Context: an optimization exercise on an open-source flow, tuned for small area and a short achievable clock period. The choices shown serve that exercise and are no tape-out recipe.
The RTL was checked by simulation tests, not by an equivalence proof against the original design.
No activity file was given, so power comes from the tool's default toggle rates.

==> inputs of job 1078 <==
## cpu
module cpu(
    output [31:0] pc,
    input [31:0] instr,
    output [31:0] dmem_rw_addr,
    output [31:0] rs2_data,
    output dmem_w_en,
    output [2:0] funct3,
    input [31:0] dmem_r_data,
    input int_req,
    input clock,
    output reg_w_en,
    input reset
);
    wire [6:0] op = instr[6:0];
    wire [4:0] rd = instr[11:7];
    wire [2:0] f3 = instr[14:12];
    wire [4:0] rs1 = instr[19:15];
    wire [4:0] rs2 = instr[24:20];
    wire [6:0] f7 = instr[31:25];
    assign funct3 = f3;
    wire is_load   = (op == 7'b0000011);
    wire is_store  = (op == 7'b0100011);
    wire is_op     = (op == 7'b0110011);
    wire is_opimm  = (op == 7'b0010011);
    wire is_branch = (op == 7'b1100011);
    wire is_lui    = (op == 7'b0110111);
    wire is_auipc  = (op == 7'b0010111);
    wire is_jal    = (op == 7'b1101111);
    wire is_jalr   = (op == 7'b1100111);
    wire is_sys    = (op == 7'b1110011);
    wire is_csr    = is_sys & (f3 != 3'b000);
    wire is_mret   = is_sys & (f3 == 3'b000) & (f7 == 7'b0011000);
    wire is_wfi    = is_sys & (f3 == 3'b000) & (f7 == 7'b0001000);
    wire is_alu    = is_op | is_opimm;
    assign reg_w_en  = is_load | is_alu | is_lui | is_auipc | is_jal | is_jalr | is_csr;
    assign dmem_w_en = is_store;
    wire f7_zero = (f7 == 7'b0000000);
    wire f7_alt  = (f7 == 7'b0100000);
    wire sh_f3   = (f3 == 3'b001) | (f3 == 3'b101);
    wire [31:0] rs1_data, rs1_n;
    wire [31:0] w_data;
    regfile rf(.clock(clock), .rd_addr(rd), .rs1_addr(rs1), .rs2_addr(rs2),
               .w_data(w_data), .w_en(reg_w_en), .rs1_n(rs1_n), .rs1_data(rs1_data), .rs2_data(rs2_data));
    wire [31:0] imm_i  = {{20{instr[31]}}, instr[31:20]};
    wire [31:0] imm_s  = {{20{instr[31]}}, instr[31:25], instr[11:7]};
    wire [31:0] imm_sh = {27'h0, instr[24:20]};
    wire [31:0] imm_b  = {{20{instr[31]}}, instr[7], instr[30:25], instr[11:8], 1'b0};
    wire [31:0] imm_u  = {instr[31:12], 12'h0};
  ...
==> flow/config.mk <==
export PLATFORM = sky130hd
export DESIGN_NAME = cpu
export DESIGN_NICKNAME = cpu
export VERILOG_FILES = /design/flow/design.v
export SDC_FILE = /design/flow/constraint.sdc
export NUM_CORES = 4
export LEC_CHECK = 0
export CAP_MARGIN = 20
export CORE_MARGIN = 2
export CORE_UTILIZATION = 50
export SLEW_MARGIN = 20
export SYNTH_HIERARCHICAL = 1
export SYNTH_MINIMUM_KEEP_SIZE = 0
==> flow/constraint.sdc <==
create_clock -name core_clock -period 15.0 [get_ports {clock}]
set_input_delay 3.0000 -clock core_clock [delete_from_list [all_inputs] [get_ports {clock}]]
set_output_delay 3.0000 -clock core_clock [all_outputs]
set_load 0.01 [all_outputs]
standard.sh (not shown) runs the stock make flow with config.mk's settings and CLKGATE_MAP_FILE= SYNTH_SCRIPT=/design/flow/synth_recipe.tcl, a recipe that flattens the netlist after the stock synthesis.
==> flow/flow/run.sh <==
#!/bin/bash
# The standard layout (the make command of standard.sh), with extra ORFS
# variables from flow/extra.txt (one VAR=VALUE per line) appended to the make
# command line. Each tool's output stays in the ORFS logs under orfs/logs/;
# make's own output goes to flow_make.log.
set -euo pipefail
line=$(grep -E '^make -C ' standard.sh)
line=${line% \"\$\{@:-finish\}\"}
eval "args=(${line#make })"
while IFS= read -r kv; do
  [[ -z "$kv" ]] && continue
  args+=("$kv")
done < flow/extra.txt
printf '%q ' make "${args[@]}" finish > make_cmd.txt
echo >> make_cmd.txt
make "${args[@]}" finish > flow_make.log 2>&1
# write the final DEF as standard.sh does after finish
sed -n '/^if \[\[ -f /,/^fi/p' standard.sh > write_def.sh
grep -q write_def write_def.sh
bash write_def.sh > write_def.log 2>&1
==> flow/flow/extra.txt <==
SETUP_SLACK_MARGIN=5
CTS_ARGS=-sink_clustering_enable -repair_clock_nets -dont_use_dummy_load -sink_clustering_size 18 -sink_clustering_max_diameter 80 -buf_list sky130_fd_sc_hd__clkbuf_16
BUFFER_PORTS_ARGS=-buffer_cell sky130_fd_sc_hd__buf_2
==> job 1294: changes against job 1078 <==
--- a/flow/design.v
+++ b/flow/design.v
@@ -798,22 +798,14 @@
     input sc,
     input a,
     input b,
     input c,
     output y_n);
     assign y_n = ~((a & sa) | (b & sb) | (c & sc));
 endmodule
-module rf_aoi2(
-    input sa,
-    input sb,
-    input a,
-    input b,
-    output y_n);
-    assign y_n = ~((a & sa) | (b & sb));
-endmodule
 module rf_nand(
     input sa,
     input a,
     output y_n);
     assign y_n = ~(a & sa);
 endmodule
 module rf_port(
@@ -874,63 +866,49 @@
             c_inv v1(.a(rs1_n[i]), .y(rs1_data[i]));
             c_inv v2(.a(rs2_n[i]), .y(rs2_data[i]));
         end
     endgenerate
 endmodule
 module csr_unit(
     input clock,
-    input we,                
+    input [11:0] addr,
+    input is_csr,
     input [2:0] f3,
     input [4:0] zimm,
     input [31:0] rs1_data,
-    output reg [31:0] mscratch);
+    input [31:1] mepc,
+    input ie,
+    output reg [31:0] csr_r);
+    reg [31:0] mscratch;
+    always @(*) begin
+        case (addr)
+            12'h300: csr_r = {28'h0, ie, 3'b000};
+            12'h304: csr_r = {20'h0, ie, 11'h000};
+            12'h305: csr_r = 32'h00000500;
+            12'h340: csr_r = mscratch;
+            12'h341: csr_r = {mepc, 1'b0};
+            12'h342: csr_r = 32'h8000000b;    
+            12'h343: csr_r = 32'h0000000f;    
+            default: csr_r = 32'h0;
+        endcase
+    end
     wire [31:0] src = f3[2] ? {27'h0, zimm} : rs1_data;
     reg  [31:0] nxt;
     always @(*) begin
         case (f3[1:0])
             2'b01: nxt = src;
             2'b10: nxt = mscratch | src;
             2'b11: nxt = mscratch & ~src;
             default: nxt = 32'h0;
         endcase
     end
     always @(posedge clock)
-        if (we)
+        if (is_csr && addr == 12'h340)
             mscratch <= nxt;
 endmodule
-module wb_mux(
-    input s_load, input s_sum, input s_sl, input s_sr, input s_p, input s_g,
-    input s_lui, input s_auipc, input s_link, input s_ms, input s_mepc,
-    input [31:0] load, input [31:0] sum, input [31:0] sl, input [31:0] sr,
-    input [31:0] p, input [31:0] g, input [31:12] lui, input [31:1] auipc,
-    input [31:1] link, input [31:0] ms, input [31:1] mepc,
-    input [7:0] kc,          
-    output [31:0] y);
-    wire [31:0] ta, tb, tc, td;
-    genvar i;
-    generate
-        for (i = 0; i < 32; i = i + 1) begin : g_bit
-            rf_aoi3 ua(.sa(s_load), .sb(s_sum), .sc(s_sl), .a(load[i]), .b(sum[i]), .c(sl[i]), .y_n(ta[i]));
-            rf_aoi3 ub(.sa(s_sr), .sb(s_p), .sc(s_g), .a(sr[i]), .b(p[i]), .c(g[i]), .y_n(tb[i]));
-            if (i == 0) begin : g_b0
-                rf_nand uc(.sa(s_ms), .a(ms[0]), .y_n(tc[0]));
-                assign td[0] = 1'b1;
-            end else begin : g_bn
-                rf_aoi3 uc(.sa(s_auipc), .sb(s_ms), .sc(s_mepc), .a(auipc[i]), .b(ms[i]), .c(mepc[i]), .y_n(tc[i]));
-                if (i >= 12) begin : g_hi
-                    rf_aoi2 ud(.sa(s_lui), .sb(s_link), .a(lui[i]), .b(link[i]), .y_n(td[i]));
-                end else begin : g_lo
-                    rf_nand ud(.sa(s_link), .a(link[i]), .y_n(td[i]));
-                end
-            end
-        end
-    endgenerate
-    wire [31:0] k = {kc[7], 19'h0, kc[6], kc[5], 1'b0, kc[4], 4'h0, kc[3:0]};
-    assign y = ~(ta & tb & tc & td) | k;
-endmodule
 module pc_unit(
     input clock,
     input reset,
     input int_req,
     input is_wfi,
     input is_mret,
     input take_rel,          
@@ -949,39 +927,29 @@
     assign mepc_o = mepc;
     assign ie_o = ie;
     assign pc4 = pc_q + 31'd2;
     wire [31:1] ps, pp, pg;
     wire pco;
     add31_bk pa(.a(pc_q), .b(p_imm[31:1]), .s(ps), .po(pp), .go(pg), .cout(pco));
     assign p_sum = {ps, 1'b0};
-    wire int_take = int_req & ie;
-    wire s_rel  = take_rel;
-    wire s_jalr = ~take_rel & is_jalr;
-    wire s_inc  = ~take_rel & ~is_jalr;
-    wire run    = ~reset & ~int_take;
-    wire s_hold = run & is_wfi;
-    wire s_mret = run & ~is_wfi & is_mret;
-    wire s_seq  = run & ~is_wfi & ~is_mret;
-    wire vec_n  = ~(~reset & int_take);      
-    wire [31:1] seq_n, seq_pc, pcd_n, pc_d;
-    genvar i;
-    generate
-        for (i = 1; i < 32; i = i + 1) begin : g_pc
-            rf_aoi3 us(.sa(s_rel), .sb(s_jalr), .sc(s_inc), .a(ps[i]), .b(jalr_t[i]), .c(pc4[i]), .y_n(seq_n[i]));
-            c_inv   ui(.a(seq_n[i]), .y(seq_pc[i]));
-            rf_aoi3 up(.sa(s_hold), .sb(s_mret), .sc(s_seq), .a(pc_q[i]), .b(mepc[i]), .c(seq_pc[i]), .y_n(pcd_n[i]));
-            if (i == 8 || i == 10) begin : g_vec
-                c_nand2 uv(.a(pcd_n[i]), .b(vec_n), .y(pc_d[i]));
-            end else begin : g_nv
-                c_inv uv(.a(pcd_n[i]), .y(pc_d[i]));
-            end
-        end
-    endgenerate
+    wire        int_take = int_req & ie;
+    wire [31:1] seq_pc = take_rel ? p_sum[31:1]
+                       : is_jalr ? jalr_t
+                       : pc4;
     always @(posedge clock) begin
-        pc_q <= pc_d;
+        if (reset)
+            pc_q <= 31'h0;
+        else if (int_take)
+            pc_q <= 31'h280;
+        else if (is_wfi)
+            pc_q <= pc_q;
+        else if (is_mret)
+            pc_q <= mepc;
+        else
+            pc_q <= seq_pc;
         if (int_take)
             mepc <= seq_pc;
         if (reset | is_mret)
             ie <= 1'b1;
         else if (int_take)
             ie <= 1'b0;
     end
@@ -1066,44 +1034,33 @@
     wire [31:0] p_imm = is_jal ? imm_j : is_auipc ? imm_u : imm_b;
     wire [31:1] pc4, mepc;
     wire [31:0] p_sum;
     wire ie;
     pc_unit pcu(.clock(clock), .reset(reset), .int_req(int_req), .is_wfi(is_wfi), .is_mret(is_mret),
                 .take_rel(br_taken | is_jal), .is_jalr(is_jalr), .p_imm(p_imm), .jalr_t(a_sum[31:1]),
                 .pc(pc), .pc4(pc4), .p_sum(p_sum), .mepc_o(mepc), .ie_o(ie));
-    wire [11:0] csr_a = instr[31:20];
-    wire s_ms   = is_csr & (csr_a == 12'h340);
-    wire s_mepc = is_csr & (csr_a == 12'h341);
-    wire s300   = is_csr & (csr_a == 12'h300);
-    wire s304   = is_csr & (csr_a == 12'h304);
-    wire s305   = is_csr & (csr_a == 12'h305);
-    wire s342   = is_csr & (csr_a == 12'h342);    
-    wire s343   = is_csr & (csr_a == 12'h343);    
-    wire [31:0] mscratch;
-    csr_unit csr(.clock(clock), .we(s_ms), .f3(f3), .zimm(rs1),
-                 .rs1_data(rs1_data), .mscratch(mscratch));
+    wire [31:0] csr_r;
+    csr_unit csr(.clock(clock), .addr(instr[31:20]), .is_csr(is_csr), .f3(f3), .zimm(rs1),
+                 .rs1_data(rs1_data), .mepc(mepc), .ie(ie), .csr_r(csr_r));
     wire a_add  = (f3 == 3'b000) | ((f3 == 3'b101) & ~f7_zero & ~f7_alt);
     wire s_sum  = is_alu & a_add;
     wire s_sl   = is_alu & (f3 == 3'b001);
     wire s_slt  = is_alu & (f3 == 3'b010);
     wire s_sltu = is_alu & (f3 == 3'b011);
     wire s_xor  = is_alu & (f3 == 3'b100);
     wire s_sr   = is_alu & (f3 == 3'b101) & ~a_add;
     wire s_or   = is_alu & (f3 == 3'b110);
     wire s_and  = is_alu & (f3 == 3'b111);
     wire s_link = is_jal | is_jalr;
-    wire [7:0] kc;       
-    assign kc[0] = (s_slt & lt) | (s_sltu & ltu) | s342 | s343;
-    assign kc[1] = s342 | s343;
-    assign kc[2] = s343;
-    assign kc[3] = s342 | s343 | (s300 & ie);
-    assign kc[4] = s305;
-    assign kc[5] = s305;
-    assign kc[6] = s304 & ie;
-    assign kc[7] = s342;
-    wb_mux wb(.s_load(is_load), .s_sum(s_sum), .s_sl(s_sl), .s_sr(s_sr),
-              .s_p(s_xor | s_or), .s_g(s_or | s_and), .s_lui(is_lui), .s_auipc(is_auipc),
-              .s_link(s_link), .s_ms(s_ms), .s_mepc(s_mepc),
-              .load(dmem_r_data), .sum(sum), .sl(sl), .sr(sr), .p(ap), .g(ag),
-              .lui(instr[31:12]), .auipc(p_sum[31:1]), .link(pc4), .ms(mscratch), .mepc(mepc),
-              .kc(kc), .y(w_data));
+    assign w_data = ({32{is_load}}  & dmem_r_data)
+                  | ({32{s_sum}}    & sum)
+                  | ({32{s_sl}}     & sl)
+                  | ({32{s_sr}}     & sr)
+                  | ({32{s_xor}}    & ap)
+                  | ({32{s_or}}     & (ap | ag))
+                  | ({32{s_and}}    & ag)
+                  | {31'h0, (s_slt & lt) | (s_sltu & ltu)}
+                  | ({32{is_lui}}   & imm_u)
+                  | ({32{is_auipc}} & p_sum)
+                  | ({32{s_link}}   & {pc4, 1'b0})
+                  | ({32{is_csr}}   & csr_r);
 endmodule
==> flow/flow/extra.txt (replaced) <==
SETUP_SLACK_MARGIN=5
CTS_ARGS=-sink_clustering_enable -repair_clock_nets -dont_use_dummy_load
BUFFER_PORTS_ARGS=-buffer_cell sky130_fd_sc_hd__buf_2
==> flow/config.mk (replaced) <==
export PLATFORM = sky130hd
export DESIGN_NAME = cpu
export DESIGN_NICKNAME = cpu
export VERILOG_FILES = /design/flow/design.v
export SDC_FILE = /design/flow/constraint.sdc
export NUM_CORES = 4
export LEC_CHECK = 0
export CAP_MARGIN = 20
export CORE_MARGIN = 2
export CORE_UTILIZATION = 40
export SLEW_MARGIN = 20
export SYNTH_HIERARCHICAL = 1
export SYNTH_MINIMUM_KEEP_SIZE = 0
==> job 6265: changes against job 1078 <==
--- a/flow/design.v
+++ b/flow/design.v
@@ -878,28 +878,42 @@
 endmodule
 module csr_unit(
     input clock,
     input we,                
     input [2:0] f3,
     input [4:0] zimm,
     input [31:0] rs1_data,
+    input [31:0] rs1_n,      
     output reg [31:0] mscratch);
-    wire [31:0] src = f3[2] ? {27'h0, zimm} : rs1_data;
-    reg  [31:0] nxt;
+    wire [4:0] src = f3[2] ? zimm : rs1_data[4:0];
+    reg  [4:0] nlo;
     always @(*) begin
         case (f3[1:0])
-            2'b01: nxt = src;
-            2'b10: nxt = mscratch | src;
-            2'b11: nxt = mscratch & ~src;
-            default: nxt = 32'h0;
+            2'b01: nlo = src;
+            2'b10: nlo = mscratch[4:0] | src;
+            2'b11: nlo = mscratch[4:0] & ~src;
+            default: nlo = 5'h0;
         endcase
     end
+    wire c01 = (f3[1:0] == 2'b01), c10 = (f3[1:0] == 2'b10), c11 = (f3[1:0] == 2'b11);
+    wire A  = (c01 | c10) & ~f3[2];
+    wire Bn = ~(c10 | (c11 & f3[2]));
+    wire C  = c11 & ~f3[2];
+    wire [31:5] n1, inner, nhi;
+    genvar i;
+    generate
+        for (i = 5; i < 32; i = i + 1) begin : g_hi
+            c_nand2 u1(.a(C), .b(rs1_n[i]), .y(n1[i]));
+            c_nand2 u2(.a(Bn), .b(n1[i]), .y(inner[i]));
+            rf_hold u3(.we(A), .we_n(inner[i]), .d(rs1_data[i]), .q(mscratch[i]), .y(nhi[i]));
+        end
+    endgenerate
     always @(posedge clock)
         if (we)
-            mscratch <= nxt;
+            mscratch <= {nhi, nlo};
 endmodule
 module wb_mux(
     input s_load, input s_sum, input s_sl, input s_sr, input s_p, input s_g,
     input s_lui, input s_auipc, input s_link, input s_ms, input s_mepc,
     input [31:0] load, input [31:0] sum, input [31:0] sl, input [31:0] sr,
     input [31:0] p, input [31:0] g, input [31:12] lui, input [31:1] auipc,
     input [31:1] link, input [31:0] ms, input [31:1] mepc,
@@ -1076,15 +1090,15 @@
     wire s300   = is_csr & (csr_a == 12'h300);
     wire s304   = is_csr & (csr_a == 12'h304);
     wire s305   = is_csr & (csr_a == 12'h305);
     wire s342   = is_csr & (csr_a == 12'h342);    
     wire s343   = is_csr & (csr_a == 12'h343);    
     wire [31:0] mscratch;
     csr_unit csr(.clock(clock), .we(s_ms), .f3(f3), .zimm(rs1),
-                 .rs1_data(rs1_data), .mscratch(mscratch));
+                 .rs1_data(rs1_data), .rs1_n(rs1_n), .mscratch(mscratch));
     wire a_add  = (f3 == 3'b000) | ((f3 == 3'b101) & ~f7_zero & ~f7_alt);
     wire s_sum  = is_alu & a_add;
     wire s_sl   = is_alu & (f3 == 3'b001);
     wire s_slt  = is_alu & (f3 == 3'b010);
     wire s_sltu = is_alu & (f3 == 3'b011);
     wire s_xor  = is_alu & (f3 == 3'b100);
     wire s_sr   = is_alu & (f3 == 3'b101) & ~a_add;
==> flow/flow/extra.txt (replaced) <==
SETUP_SLACK_MARGIN=5
CTS_ARGS=-sink_clustering_enable -repair_clock_nets -dont_use_dummy_load -sink_clustering_size 22 -sink_clustering_max_diameter 90 -buf_list sky130_fd_sc_hd__clkbuf_16
BUFFER_PORTS_ARGS=-buffer_cell sky130_fd_sc_hd__buf_1
==> flow/config.mk (replaced) <==
export PLATFORM = sky130hd
export DESIGN_NAME = cpu
export DESIGN_NICKNAME = cpu
export VERILOG_FILES = /design/flow/design.v
export SDC_FILE = /design/flow/constraint.sdc
export NUM_CORES = 4
export LEC_CHECK = 0
export CAP_MARGIN = 20
export CORE_MARGIN = 2
export CORE_UTILIZATION = 40
export SLEW_MARGIN = 20
export SYNTH_HIERARCHICAL = 1
export SYNTH_MINIMUM_KEEP_SIZE = 0
==> job 4013: changes against job 1078 <==
==> flow/config.mk (replaced) <==
export PLATFORM = sky130hd
export DESIGN_NAME = cpu
export DESIGN_NICKNAME = cpu
export VERILOG_FILES = /design/flow/design.v
export SDC_FILE = /design/flow/constraint.sdc
export NUM_CORES = 4
export LEC_CHECK = 0
export CAP_MARGIN = 20
export CORE_MARGIN = 2
export CORE_UTILIZATION = 45
export SLEW_MARGIN = 20
export SYNTH_HIERARCHICAL = 1
export SYNTH_MINIMUM_KEEP_SIZE = 0
==> results.txt <==
The highest register-to-register slack belongs to job 6265, the lowest to job 1078. Against job 6265, the synthesized cell count of job 4013 is larger by 0.55%. Power, highest first: job 1294, job 4013, job 1078, job 6265. Global-route usage: job 1078 > job 4013 > job 1294 > job 6265. Between job 1078 and job 1294, the lower die area is in job 1078 (gap about 22%, measured against job 1294). Between job 4013 and job 1078, the lower sequential share of layout area is in job 4013 (gap 0.41 points). Worst setup slack: job 1078 < job 6265 < job 4013 < job 1294. Clock power: job 1078 is smaller than job 1294 (22%). In job 1294 the sequential power is higher than in job 6265, by about 1%. Of job 1078 and job 4013, job 4013 has the higher routed wire length (gap about 3.4%, measured against job 4013). In maximum frequency, job 1078 and job 6265 hardly differ.
==> figures <==
Dpl cells: job 6265 6,954; job 4013 6,710; job 1294 7,272; job 1078 6,585
Internal power: job 6265 3.834 mW; job 4013 3.941 mW; job 1294 4.430 mW; job 1078 3.936 mW
Total clock buffers created by CTS: job 6265 66; job 4013 76; job 1294 114; job 1078 76
Reg-to-reg slack, setup: job 6265 8.00 ns; job 4013 7.92 ns; job 1294 7.95 ns; job 1078 7.87 ns
Die Ht: job 6265 368.5 um; job 4013 348.5 um; job 1294 374.9 um; job 1078 330.8 um
Portion of the clock cycle consumed by the worst path in the final layout: job 6265 67.36%; job 4013 67.23%; job 1294 66.94%; job 1078 67.38%
Insertion delay to the later sink of the worst-skew pair: job 6265 0.71 ns; job 4013 0.72 ns; job 1294 0.79 ns; job 1078 0.72 ns
Comb power: job 6265 412 uW; job 4013 418 uW; job 1294 538 uW; job 1078 405 uW
Effective utilization at floorplan: job 6265 40.37%; job 4013 45.28%; job 1294 40.16%; job 1078 50.58%
Global-route usage over all layers: job 6265 37.89%; job 4013 44.92%; job 1294 39.74%; job 1078 48.24%
Reg-to-reg endpoint: job 6265 rf.g_reg[28].w.q[0]; job 4013 pcu.pc_q[20]; job 1294 pcu.mepc[19]; job 1078 pcu.pc_q[20]
Kind of end point of the critical path: job 6265 primary output; job 4013 primary output; job 1294 primary output; job 1078 flip-flop
Final period demand of the worst path: job 6265 10.10 ns; job 4013 10.09 ns; job 1294 10.04 ns; job 1078 10.11 ns
Outcome: job 6265 complete, no violations; job 4013 complete, no violations; job 1294 complete, no violations; job 1078 complete, no violations
Share of layout cells above drive strength 1: job 6265 14.12%; job 4013 17.59%; job 1294 17.01%; job 1078 16.83%
Clock power share: job 6265 35.2%; job 4013 36.8%; job 1294 41.2%; job 1078 36.7%
Power per unit of standard cell area: job 6265 84.37 nW/um^2; job 4013 86.06 nW/um^2; job 1294 93.10 nW/um^2; job 1078 86.51 nW/um^2
Detailed Route Iter0 Violations: job 6265 13,920; job 4013 13,900; job 1294 12,840; job 1078 14,240
Chip Width: job 6265 368.5 um; job 4013 348.5 um; job 1294 374.9 um; job 1078 330.8 um
Logic inverters: job 6265 210; job 4013 211; job 1294 166; job 1078 211
Crit. path cell count: job 6265 17; job 4013 16; job 1294 17; job 1078 32
Number of cells on the worst hold path: job 6265 2; job 4013 2; job 1294 1; job 1078 2
Placed cell area: job 6265 57,560 um^2; job 4013 57,430 um^2; job 1294 59,180 um^2; job 1078 57,430 um^2

==> re-timing with driven ports <==
In the flow no input, the clock included, has a driving cell. The finished layouts below were timed again as built, in two steps.
Step 1 (the two cells are an assumption about what drives the block):
set clk [get_ports {clock}]
set_driving_cell -lib_cell sky130_fd_sc_hd__clkbuf_16 $clk
set_driving_cell -lib_cell sky130_fd_sc_hd__buf_2 [delete_from_list [all_inputs] $clk]
Step 2 times the ports against the registers' clock, not the clock port: input delays grow and output delays shrink by t, the midpoint of the rising clock arrivals with the driver on.
Slacks: no drivers / after step 1 / after step 2; pairs: no drivers / after step 1.
run | t, ns | setup WS [ns] | latest minus earliest clock arrival (ns) | worst register clock-pin slew, ns | worst slew at a driven data input, ns
job 1078 | 0.740 | 4.892 / 4.852 / 4.177 | 0.114 / 0.115 | 0.08 / 0.08 | 0.08
job 1294 | 0.819 | 4.959 / 4.920 / 4.290 | 0.088 / 0.088 | 0.08 / 0.08 | 0.10
job 6265 | 0.752 | 4.896 / 4.871 / 4.363 | 0.078 / 0.078 | 0.10 / 0.10 | 0.07
job 4013 | 0.754 | 4.915 / 4.870 / 4.302 | 0.106 / 0.106 | 0.09 / 0.09 | 0.11
After both steps every run listed still meets setup and hold. For job 1078, which loses most, drivers alone change the setup slack by -0.040 ns; drivers and shift together by -0.715 ns.
